Context: an optimization exercise on an open-source flow, tuned for small area. The choices shown serve that exercise and are no tape-out recipe.
Only simulation tests tie the RTL to the original design; equivalence was not proved.
Power is estimated from default activity; no workload was simulated.

==> flow/config.mk <==
export PLATFORM = sky130hd
export DESIGN_NAME = cla64_reg
export DESIGN_NICKNAME = cla64_reg
export VERILOG_FILES = /design/flow/design.v
export SDC_FILE = /design/flow/constraint.sdc
export NUM_CORES = 4
export LEC_CHECK = 0
export ABC_AREA = 1
export CAP_MARGIN = 20
export CORE_MARGIN = 2
export CORE_UTILIZATION = 40
export SLEW_MARGIN = 20
==> flow/constraint.sdc <==
create_clock -name core_clock -period 3.0 [get_ports {clk}]
set_input_delay 0.6000 -clock core_clock [delete_from_list [all_inputs] [get_ports {clk}]]
set_output_delay 0.6000 -clock core_clock [all_outputs]
set_load 0.01 [all_outputs]
==> flow/design.v <==
module cla64_ci(
	input	wire	[63:0]	A,
	input	wire	[63:0]	B,
	input	wire		Cin,
	output	wire	[64:0]	Sum
);
	wire	[63:0]	p = A ^ B;
	wire	[63:0]	g = A & B;
	wire	[63:0]	h, pp, c;
	wire	[9:0]	C;
	assign C[0] = Cin;
	assign h[0] = 1'b0;
	assign pp[0] = 1'b1;
	assign h[1] = g[0];
	assign pp[1] = p[0];
	assign h[2] = g[1] | p[1] & h[1];
	assign pp[2] = p[1] & pp[1];
	assign h[3] = g[2] | p[2] & h[2];
	assign pp[3] = p[2] & pp[2];
	assign C[1] = g[3] | p[3] & h[3] | p[3] & pp[3] & C[0];
	assign c[0] = h[0] | pp[0] & C[0];
	assign c[1] = h[1] | pp[1] & C[0];
	assign c[2] = h[2] | pp[2] & C[0];
	assign c[3] = h[3] | pp[3] & C[0];
	assign h[4] = 1'b0;
	assign pp[4] = 1'b1;
	assign h[5] = g[4];
	assign pp[5] = p[4];
	assign h[6] = g[5] | p[5] & h[5];
	assign pp[6] = p[5] & pp[5];
	assign h[7] = g[6] | p[6] & h[6];
	assign pp[7] = p[6] & pp[6];
	assign h[8] = g[7] | p[7] & h[7];
	assign pp[8] = p[7] & pp[7];
	assign C[2] = g[8] | p[8] & h[8] | p[8] & pp[8] & C[1];
	assign c[4] = h[4] | pp[4] & C[1];
	assign c[5] = h[5] | pp[5] & C[1];
	assign c[6] = h[6] | pp[6] & C[1];
	assign c[7] = h[7] | pp[7] & C[1];
	assign c[8] = h[8] | pp[8] & C[1];
	assign h[9] = 1'b0;
	assign pp[9] = 1'b1;
	assign h[10] = g[9];
	assign pp[10] = p[9];
	assign h[11] = g[10] | p[10] & h[10];
	assign pp[11] = p[10] & pp[10];
	assign h[12] = g[11] | p[11] & h[11];
	assign pp[12] = p[11] & pp[11];
	assign h[13] = g[12] | p[12] & h[12];
	assign pp[13] = p[12] & pp[12];
	assign h[14] = g[13] | p[13] & h[13];
	assign pp[14] = p[13] & pp[13];
	assign C[3] = g[14] | p[14] & h[14] | p[14] & pp[14] & C[2];
	assign c[9] = h[9] | pp[9] & C[2];
	assign c[10] = h[10] | pp[10] & C[2];
	assign c[11] = h[11] | pp[11] & C[2];
	assign c[12] = h[12] | pp[12] & C[2];
	assign c[13] = h[13] | pp[13] & C[2];
	assign c[14] = h[14] | pp[14] & C[2];
	assign h[15] = 1'b0;
	assign pp[15] = 1'b1;
	assign h[16] = g[15];
	assign pp[16] = p[15];
	assign h[17] = g[16] | p[16] & h[16];
	assign pp[17] = p[16] & pp[16];
	assign h[18] = g[17] | p[17] & h[17];
	assign pp[18] = p[17] & pp[17];
	assign h[19] = g[18] | p[18] & h[18];
	assign pp[19] = p[18] & pp[18];
	assign h[20] = g[19] | p[19] & h[19];
	assign pp[20] = p[19] & pp[19];
	assign h[21] = g[20] | p[20] & h[20];
	assign pp[21] = p[20] & pp[20];
	assign C[4] = g[21] | p[21] & h[21] | p[21] & pp[21] & C[3];
	assign c[15] = h[15] | pp[15] & C[3];
	assign c[16] = h[16] | pp[16] & C[3];
	assign c[17] = h[17] | pp[17] & C[3];
	assign c[18] = h[18] | pp[18] & C[3];
	assign c[19] = h[19] | pp[19] & C[3];
	assign c[20] = h[20] | pp[20] & C[3];
	assign c[21] = h[21] | pp[21] & C[3];
	assign h[22] = 1'b0;
	assign pp[22] = 1'b1;
	assign h[23] = g[22];
	assign pp[23] = p[22];
	assign h[24] = g[23] | p[23] & h[23];
	assign pp[24] = p[23] & pp[23];
	assign h[25] = g[24] | p[24] & h[24];
	assign pp[25] = p[24] & pp[24];
	assign h[26] = g[25] | p[25] & h[25];
	assign pp[26] = p[25] & pp[25];
	assign h[27] = g[26] | p[26] & h[26];
	assign pp[27] = p[26] & pp[26];
	assign h[28] = g[27] | p[27] & h[27];
	assign pp[28] = p[27] & pp[27];
	assign h[29] = g[28] | p[28] & h[28];
	assign pp[29] = p[28] & pp[28];
	assign C[5] = g[29] | p[29] & h[29] | p[29] & pp[29] & C[4];
	assign c[22] = h[22] | pp[22] & C[4];
	assign c[23] = h[23] | pp[23] & C[4];
	assign c[24] = h[24] | pp[24] & C[4];
	assign c[25] = h[25] | pp[25] & C[4];
	assign c[26] = h[26] | pp[26] & C[4];
	assign c[27] = h[27] | pp[27] & C[4];
	assign c[28] = h[28] | pp[28] & C[4];
	assign c[29] = h[29] | pp[29] & C[4];
	assign h[30] = 1'b0;
	assign pp[30] = 1'b1;
	assign h[31] = g[30];
	assign pp[31] = p[30];
	assign h[32] = g[31] | p[31] & h[31];
	assign pp[32] = p[31] & pp[31];
	assign h[33] = g[32] | p[32] & h[32];
	assign pp[33] = p[32] & pp[32];
	assign h[34] = g[33] | p[33] & h[33];
	assign pp[34] = p[33] & pp[33];
	assign h[35] = g[34] | p[34] & h[34];
	assign pp[35] = p[34] & pp[34];
	assign h[36] = g[35] | p[35] & h[35];
	assign pp[36] = p[35] & pp[35];
	assign h[37] = g[36] | p[36] & h[36];
	assign pp[37] = p[36] & pp[36];
	assign h[38] = g[37] | p[37] & h[37];
	assign pp[38] = p[37] & pp[37];
	assign C[6] = g[38] | p[38] & h[38] | p[38] & pp[38] & C[5];
	assign c[30] = h[30] | pp[30] & C[5];
	assign c[31] = h[31] | pp[31] & C[5];
	assign c[32] = h[32] | pp[32] & C[5];
	assign c[33] = h[33] | pp[33] & C[5];
	assign c[34] = h[34] | pp[34] & C[5];
	assign c[35] = h[35] | pp[35] & C[5];
	assign c[36] = h[36] | pp[36] & C[5];
	assign c[37] = h[37] | pp[37] & C[5];
	assign c[38] = h[38] | pp[38] & C[5];
	assign h[39] = 1'b0;
	assign pp[39] = 1'b1;
	assign h[40] = g[39];
	assign pp[40] = p[39];
	assign h[41] = g[40] | p[40] & h[40];
	assign pp[41] = p[40] & pp[40];
	assign h[42] = g[41] | p[41] & h[41];
	assign pp[42] = p[41] & pp[41];
	assign h[43] = g[42] | p[42] & h[42];
	assign pp[43] = p[42] & pp[42];
	assign h[44] = g[43] | p[43] & h[43];
	assign pp[44] = p[43] & pp[43];
	assign h[45] = g[44] | p[44] & h[44];
	assign pp[45] = p[44] & pp[44];
	assign h[46] = g[45] | p[45] & h[45];
	assign pp[46] = p[45] & pp[45];
	assign h[47] = g[46] | p[46] & h[46];
	assign pp[47] = p[46] & pp[46];
	assign h[48] = g[47] | p[47] & h[47];
	assign pp[48] = p[47] & pp[47];
	assign C[7] = g[48] | p[48] & h[48] | p[48] & pp[48] & C[6];
	assign c[39] = h[39] | pp[39] & C[6];
	assign c[40] = h[40] | pp[40] & C[6];
	assign c[41] = h[41] | pp[41] & C[6];
	assign c[42] = h[42] | pp[42] & C[6];
	assign c[43] = h[43] | pp[43] & C[6];
	assign c[44] = h[44] | pp[44] & C[6];
	assign c[45] = h[45] | pp[45] & C[6];
	assign c[46] = h[46] | pp[46] & C[6];
	assign c[47] = h[47] | pp[47] & C[6];
	assign c[48] = h[48] | pp[48] & C[6];
	assign h[49] = 1'b0;
	assign pp[49] = 1'b1;
	assign h[50] = g[49];
	assign pp[50] = p[49];
	assign h[51] = g[50] | p[50] & h[50];
	assign pp[51] = p[50] & pp[50];
	assign h[52] = g[51] | p[51] & h[51];
	assign pp[52] = p[51] & pp[51];
	assign h[53] = g[52] | p[52] & h[52];
	assign pp[53] = p[52] & pp[52];
	assign h[54] = g[53] | p[53] & h[53];
	assign pp[54] = p[53] & pp[53];
	assign h[55] = g[54] | p[54] & h[54];
	assign pp[55] = p[54] & pp[54];
	assign h[56] = g[55] | p[55] & h[55];
	assign pp[56] = p[55] & pp[55];
	assign h[57] = g[56] | p[56] & h[56];
	assign pp[57] = p[56] & pp[56];
	assign h[58] = g[57] | p[57] & h[57];
	assign pp[58] = p[57] & pp[57];
	assign h[59] = g[58] | p[58] & h[58];
	assign pp[59] = p[58] & pp[58];
	assign C[8] = g[59] | p[59] & h[59] | p[59] & pp[59] & C[7];
	assign c[49] = h[49] | pp[49] & C[7];
	assign c[50] = h[50] | pp[50] & C[7];
	assign c[51] = h[51] | pp[51] & C[7];
	assign c[52] = h[52] | pp[52] & C[7];
	assign c[53] = h[53] | pp[53] & C[7];
	assign c[54] = h[54] | pp[54] & C[7];
	assign c[55] = h[55] | pp[55] & C[7];
	assign c[56] = h[56] | pp[56] & C[7];
	assign c[57] = h[57] | pp[57] & C[7];
	assign c[58] = h[58] | pp[58] & C[7];
	assign c[59] = h[59] | pp[59] & C[7];
	assign h[60] = 1'b0;
	assign pp[60] = 1'b1;
	assign h[61] = g[60];
	assign pp[61] = p[60];
	assign h[62] = g[61] | p[61] & h[61];
	assign pp[62] = p[61] & pp[61];
	assign h[63] = g[62] | p[62] & h[62];
	assign pp[63] = p[62] & pp[62];
	assign C[9] = g[63] | p[63] & h[63] | p[63] & pp[63] & C[8];
	assign c[60] = h[60] | pp[60] & C[8];
	assign c[61] = h[61] | pp[61] & C[8];
	assign c[62] = h[62] | pp[62] & C[8];
	assign c[63] = h[63] | pp[63] & C[8];
	assign Sum = {C[9], p ^ c};
endmodule
module cla64_reg(
	input	wire		clk,
	input	wire	[63:0]	A,
	input	wire	[63:0]	B,
	input	wire		Cin,
	output	reg	[63:0]	S,
	output	reg		Cout
);
	wire	[64:0]	sum;
	reg	[64:0]	sum_r;
cla64_ci u_add(.A(A), .B(B), .Cin(Cin), .Sum(sum));
always @(posedge clk) begin
	sum_r <= sum;
	{Cout, S} <= sum_r;
end
endmodule
==> flow/flow/run.sh <==
#!/bin/bash
# Standard ORFS layout (the standard.sh), with the port buffers made
# from the smallest buffer instead of the default choice.
set -euo pipefail
export BUFFER_PORTS_ARGS="-buffer_cell sky130_fd_sc_hd__buf_1"
bash standard.sh > flow_make.log 2>&1
==> flow/standard.sh <==
#!/bin/bash
# synth_recipe.tcl (not shown) runs the flow's synth.tcl, then flattens the netlist and writes it again
# the make line also repeats each setting of config.mk as NAME=value (left out here)
make -C /OpenROAD-flow-scripts/flow DESIGN_CONFIG=/design/flow/config.mk WORK_HOME=/design/flow/orfs CLKGATE_MAP_FILE= SYNTH_SCRIPT=/design/flow/synth_recipe.tcl "${@:-finish}"
==> results of run 1 <==
[critical path, delay by kind of cell]
kind	cells	cell delay, ps
compound gates	5	820
xor+xnor	1	150
fa+ha+maj	2	670
buf+inv	1	70
simple gates	9	570
[sequential cells by signal, indices dropped and copies added (netlist names)]
| signal | flops |
|---|---|
| S | 64 |
| Cout | 1 |
| sum_r | 65 |
[layer usage]
metal / vias up / GRT usage (%)
met5: - / 0
met4: 0 / 9.666
met3: 26 / 4.434
met2: 141 / 26.17
met1: 1881 / 18.04
li1: 2237 / -
[worst paths after layout]
check | from | end | slack [ps] | cells after the start
min | sum_r[49] | S[49] | 320 | 0
max | A[31] | sum_r[61] | 380 | 18
max reg2reg | sum_r[2] | S[2] | 2590 | 0
min reg2reg | sum_r[49] | S[49] | 320 | 0
[cells by family after synthesis]
group | after synthesis | share of synthesized area (%)
fa+ha+maj | 73 | 18.05
buf+inv | 88 | 6.077
flops | 130 | 47.88
simple gates | 163 | 14.18
xor+xnor | 47 | 7.574
compound gates | 59 | 6.239
[stage by stage]
step                      hold WS, ps  utilization (%)
after floorplan                 309.6                -
after global placement          310.1            49.17
after detailed placement        312.1            49.17
after CTS                       324.9            54.01
after global routing            328.0            54.01
final                           323.8            54.01
[power by group through the flow]
stage | logic, mW | clock network (mW) | registers [mW]
floorplan | 0.462 | 0 | 2.32
global placement | 0.892 | 0 | 2.23
detailed placement | 0.911 | 0 | 2.24
CTS | 0.918 | 2.27 | 2.21
global route | 1.02 | 2.36 | 2.24
finish | 0.905 | 2.22 | 2.20
[layout make-up]
class	count	share of cell area [%]
Sequential cell	130	36.39
Multi-Input combinational cell	342	34.99
Timing Repair Buffer	211	11.97
Clock buffer	20	6.386
Inverter	88	4.619
Tap cell	176	3.079
Clock inverter	11	2.572
[layout by cell type (no fill, tap or decap), types with 4 or more instances in the layout]
master     netlist  layout
bufinv_16        0       5
nand2_1         98      98
nand2_4          5       5
nor2_1          15      15
xor2_1          25      25
dfxtp_1        130     130
clkinv_2         0       5
buf_1            0     194
fa_1             9       9
clkbuf_16        0      17
nand2_2         16      16
nand4_1          5       5
o21ai_1          5       5
buf_4            0      17
xnor2_1         22      22
ha_1            64      64
o21bai_1         8       8
nor3_1           4       4
nand3_1         13      13
inv_1           88      88
a21oi_1         35      35
==> results.cfg, run 1 <==
[outcome]
status = timing/DRC/antenna clean

[sta]
rsz0062_at_grt = no
fin_ws_ps = 382.9
finalSetupTns_ps = 0
worst_slew_pin_slew_ps = 357.0
fin_crit_ps = 2617
skew_ps = 8.771
fin_crit_sh_pct = 87.24
hold_viol_final = 0
max_slew_margin_pct = 76.02
fmax_mhz = 382.1
setup_viol = 0
maxSlewViolCount = 0

[global_routing]
grt_pass1_vias = 4229
grt_overflow_total = 0
grt_max_degree = 17
antenna_found_initial = 0
grt_pass1_wl_mm = 18.01
grt_use_total_pct = 15.81

[logic_synthesis]
synth.most_common_cell = dfxtp_1
synth_top_area_cell = dfxtp_1
yosysSeqAreaShare_pct = 47.88
ys_seq_elements = 130
synth_fp_nets = 763
synth-edff-count = 0
synth_cell_types = 27
dominantRegCellSynth = dfxtp_1
synth.area.top_cells = dfxtp_1 (48%), ha_1 (15%), nand2_1 (6.8%)
synth_top_area_share_pct = 47.88
syn_inst = 560
syn_area_um2 = 5435
netlist_top_cells_count = dfxtp_1 (130), nand2_1 (98), inv_1 (88)
yosysWarningCount = 1
async_flop_share_pct = 0
synth.avg_cell_area_um2 = 9.706

[min_path]
worstHoldPathType = flop to flop

[cts]
clock-sinks = 130
cts_resized = 0
cts_hold_buf = 0
cts_tree = done
cts_buffers = 17
clock_latency_ps = 410
cts-root-buf = clkbuf_16
h-tree-depth = 4
clk_path_buf_depth = 2
post_cts_buffers = 0
clk_pin_slew_worst_paths_ps = 50

[placed_design]
dpl_cell_area_um2 = 6511
place.gp.congestion = 0.9155
pre_cts_ws_ps = -13.43
place_hpwl_mm = 8.997
dp_cells = 947
port_buffers = 194

[power_and_ir_drop]
p_sw_share_pct = 24.95
clkPwrFrac_pct = 41.6
comb_power_share_pct = 17.0
power_mw = 5.324
p_seq_share_pct = 41.4
p_sw_mw = 1.328
power_density_nw_per_um2 = 744.5
intPower_mw = 3.996
ir_drop_v = 0.0003200
leakagePower_nw = 3.417

[final_layout]
finalInstanceArea_um2 = 7152
num_antenna_cells = 0
layout.cells.non_filler = 978
fin_nets = 993
syn_to_final_growth_pct = 31.58
drive_gt1_share_pct = 9.352
seqCellArea_um2 = 2603
n_fill_cell = 1265
multi_input_area_um2 = 2502

[drt]
via_per_inst = 4.381
drt_pass1_iterations = 6
drt_first_iter_violations = 166
drt-total-wl_mm = 11.06
wl_per_cell_um = 11.31
wl_met1_mm = 4.730
wl_met3_um = 754
ant_nets = 0
wl_met2_mm = 5.246
top_layer = met4
drc_errors = 0
via_count = 4285

[critical_path]
worstSetupEndpointType = flop
path_max_fanout = 2
slowest_delay_ps = 380
worst_ep_arrival_time_ps = 2920
path_class = input port to flop
required_ps = 3300
cp-start-kind = input port
critPathSlowestCell = fa_1
crit_path_cell_trace = buf_1 -> ha_1 -> a21oi_1 -> o21bai_1 -> nand2_1 -> nand2_1 -> nand2_1 -> nand2_1 -> a21oi_1 -> o21bai_1 -> a21oi_1 -> nand2_4 -> nand2_4 -> nand2_8 -> nand2_4 -> nand2_4 -> fa_1 -> xor2_1

[die]
dieWidth_um = 120.6
die_height_um = 120.6
row_count = 42
io_pins = 195
start_util_pct = 41.04
coreArea_um2 = 13240
die_area_um2 = 14540

[job]
max-cap-violations = 0
==> inputs of run 2 (changes only) <==
==> flow/flow/run.sh (replaced) <==
#!/bin/bash
# Standard ORFS layout (the standard.sh), with the port buffers made
# from the smallest buffer, and a clock tree of small clock buffers
# without dummy loads.
set -euo pipefail
export BUFFER_PORTS_ARGS="-buffer_cell sky130_fd_sc_hd__buf_1"
export CTS_ARGS="-sink_clustering_enable -repair_clock_nets -buf_list sky130_fd_sc_hd__clkbuf_4 -dont_use_dummy_load"
bash standard.sh > flow_make.log 2>&1
--- a/flow/config.mk
+++ b/flow/config.mk
@@ -9,4 +9,5 @@
 export CAP_MARGIN = 20
 export CORE_MARGIN = 2
-export CORE_UTILIZATION = 40
+export CORE_UTILIZATION = 60
+export GPL_TIMING_DRIVEN = 0
 export SLEW_MARGIN = 20
==> run 2 against run 1 <==
Net effect:
- area after synthesis unchanged
- clock power is 67% lower
- count of clock-buffer cells in the layout down 3
- wire length down 6.9%
- critical path type unchanged
- largest power group is now sequential cells
==> results.cfg, run 2 <==
[placed_design]
port_buffers = 194
place_hpwl_mm = 8.593
place.gp.congestion = 0.8379

[drt]
drt_pass1_iterations = 4
drt-total-wl_mm = 10.30
drc_errors = 0
via_count = 4258
via_per_inst = 4.844
ant_nets = 0
drt_first_iter_violations = 78
wl_per_cell_um = 11.72

[critical_path]
reg2reg_to = S[9]
crit_path_cell_trace = buf_1 -> ha_1 -> a21oi_1 -> o21bai_1 -> nand2_1 -> nand2_1 -> nand2_1 -> nand2_1 -> a21oi_1 -> o21bai_1 -> a21oi_1 -> nand2_4 -> nand2_4 -> nand2_8 -> nand2_4 -> nand2_4 -> fa_1 -> xor2_1
worst_ep_arrival_time_ps = 3100
path_max_fanout = 7
path_class = input port to flop
cp-start-kind = input port
required_ps = 3380
critPathSlowestCell = fa_1
critPathTopFamily = compound AO/OA/AOI/OAI gates
worstRegToRegCells = 0
crit-reg2reg-launch = sum_r[9]
slowest_delay_ps = 380
rrSetupSlack_ps = 2580
cp.buffers_inverters = 1
worstSetupEndpointType = flop

[cts]
post_cts_buffers = 0
clock_latency_ps = 490
cts_buffers = 17
clk_path_buf_depth = 2
clk_pin_slew_worst_paths_ps = 90
cts_hold_buf = 0
cts_resized = 0
h-tree-depth = 4
clock-sinks = 130
cts-root-buf = clkbuf_4
cts_tree = done

[global_routing]
grt_max_degree = 17
grt_pass1_wl_mm = 16.77
grt_use_total_pct = 21.44
grt_overflow_total = 0
grt_pass1_vias = 4198
antenna_found_initial = 0

[power_and_ir_drop]
intPower_mw = 2.717
power_density_nw_per_um2 = 592.7
p_seq_share_pct = 57.7
leakagePower_nw = 3.094
p_sw_mw = 1.093
clkPwrFrac_pct = 19.5
ir_drop_v = 0.0003082
p_sw_share_pct = 28.68
comb_power_share_pct = 22.8

[final_layout]
fin_util_pct = 73.33
drive_gt1_share_pct = 5.837
layout_common_cells = buf_1 (194), dfxtp_1 (130), nand2_1 (98), inv_1 (88), ha_1 (64)
final_common_cell = buf_1
largest_register = sum_r
fin_nets = 976
largest_reg_flops = 65
num_antenna_cells = 0
syn_to_final_growth_pct = 18.23

[sta]
skew_ps = 22.67
max_slew_margin_pct = 75.86
fin_crit_sh_pct = 90.94
setup_viol = 0
fin_crit_ps = 2728
maxSlewViolCount = 0
finalSetupTns_ps = 0
worst_slew_pin_slew_ps = 359.3
hold_viol_final = 0
rsz0062_at_grt = no
fmax_mhz = 366.5

[logic_synthesis]
synth.avg_cell_area_um2 = 9.706
async_flop_share_pct = 0
ys_seq_elements = 130
synth-edff-count = 0
synth_fp_nets = 763
synth_top_area_share_pct = 47.88
syn_area_um2 = 5435
syn_inst = 560
synth_top_area_cell = dfxtp_1
synth_cell_types = 27
synth.most_common_cell = dfxtp_1
dominantRegCellSynth = dfxtp_1
yosysSeqAreaShare_pct = 47.88
netlist_top_cells_count = dfxtp_1 (130), nand2_1 (98), inv_1 (88)
yosysWarningCount = 1
synth.area.top_cells = dfxtp_1 (48%), ha_1 (15%), nand2_1 (6.8%)

[min_path]
worstHoldPathType = flop to flop
min_to = S[39]
min_from = sum_r[39]
hold_path_depth = 0

[die]
die_height_um = 99.18
dieWidth_um = 99.18
coreArea_um2 = 8763
die_area_um2 = 9836
start_util_pct = 62.02
io_pins = 195
row_count = 34

[outcome]
status = timing/DRC/antenna clean

[job]
max-cap-violations = 0
[run 2: metrics by stage]
| step | cell area, um^2 | hold WS (ps) | instances | power (mW) | setup slack [ps] |
|---|---|---|---|---|---|
| after global routing | 6426 | 311.5 | 879 | 4.057 | 74.75 |
| after floorplan | 5435 | 309.6 | 560 | 2.784 | 205.5 |
| after CTS | 6426 | 307.1 | 879 | 3.857 | 322.6 |
| final | 6426 | 310.0 | 879 | 3.809 | 271.7 |
| after detailed placement | 6299 | 312.1 | 862 | 3.114 | -213.5 |
| after global placement | 6299 | 309.8 | 862 | 3.068 | -105.8 |
[run 2: worst max path at each step]
| stage | depth (start not counted) | slack [ps] | end | start |
|---|---|---|---|---|
| floorplan | 23 | 210 | sum_r[61] | A[1] |
| global route | 20 | 70 | sum_r[61] | A[7] |
| CTS | 20 | 320 | sum_r[61] | A[7] |
| detailed placement | 20 | -210 | sum_r[61] | A[7] |
| global placement | 20 | -110 | sum_r[61] | A[10] |
| finish | 18 | 270 | sum_r[61] | A[31] |
[run 2: kinds of logic (layout without fill, tap and decap cells)]
group,Yosys count,in the layout,share of synthesized area [%]
AOI/OAI and AO/OA,59,59,6.239
xor gates and xnor gates,47,47,7.574
adders and majority gates,73,73,18.05
buffers and inverters,88,299,6.077
DFF,130,130,47.88
and+or+nand+nor,163,163,14.18
[run 2: power by group through the flow]
| stage | combinational, mW | sequential (mW) | clock (mW) |
|---|---|---|---|
| 6_report | 0.870 | 2.20 | 0.742 |
| 5_1_grt | 0.979 | 2.23 | 0.844 |
| 4_1_cts | 0.877 | 2.20 | 0.777 |
| 3_5_place_dp | 0.872 | 2.24 | 0 |
| 3_3_place_gp | 0.845 | 2.22 | 0 |
| 2_1_floorplan | 0.462 | 2.32 | 0 |
[run 2: routing by layer]
metal  wire length (um)  vias up  part of all wire [%]  global-route usage (%)
li1                   -     2184                     -                       -
met5                  0        -                     0                       0
met1               4034     1876                    39                   22.63
met2               5185      168                    50                   39.03
met4                278        0                   2.7                   9.694
met3                799       30                   7.8                   6.606
[run 2: final cells by class]
type                    count  area [um^2]
repair buffers            194        728.2
clock buffers              17        127.6
well taps                 108        135.1
inverters                  88        330.3
fillers                   719         2337
multi-input cells         342         2502
flip-flops and latches    130         2603

re-timing with driven ports:
In the flow no input, the clock included, has a driving cell. The finished layouts below were timed again as built, in two steps.
Step 1 assumes that a clkbuf_16 drives the clock port and a buf_2 every other input.
Step 2 moves the port delays by t, midway between the first and last clock arrival at a register: inputs arrive t later, outputs are due t later. That takes back most of the time a late clock gives input paths.
Slacks: ideal / step 1 / step 2; pairs: ideal / step 1.
| run | t, ns | setup WS [ns] | clock arrival spread, ns | worst register clock-pin slew, ns |
|---|---|---|---|---|
| run 1 | 0.446 | 0.383 / 0.399 / -0.046 | 0.010 / 0.011 | 0.06 / 0.06 |
| run 2 | 0.500 | 0.272 / 0.278 / -0.222 | 0.034 / 0.034 | 0.11 / 0.11 |
With both steps, setup timing fails in run 1 and run 2, where it was met with ideal ports. For run 2, which loses most, drivers alone change the setup slack by +0.006 ns; drivers and shift together by -0.494 ns.
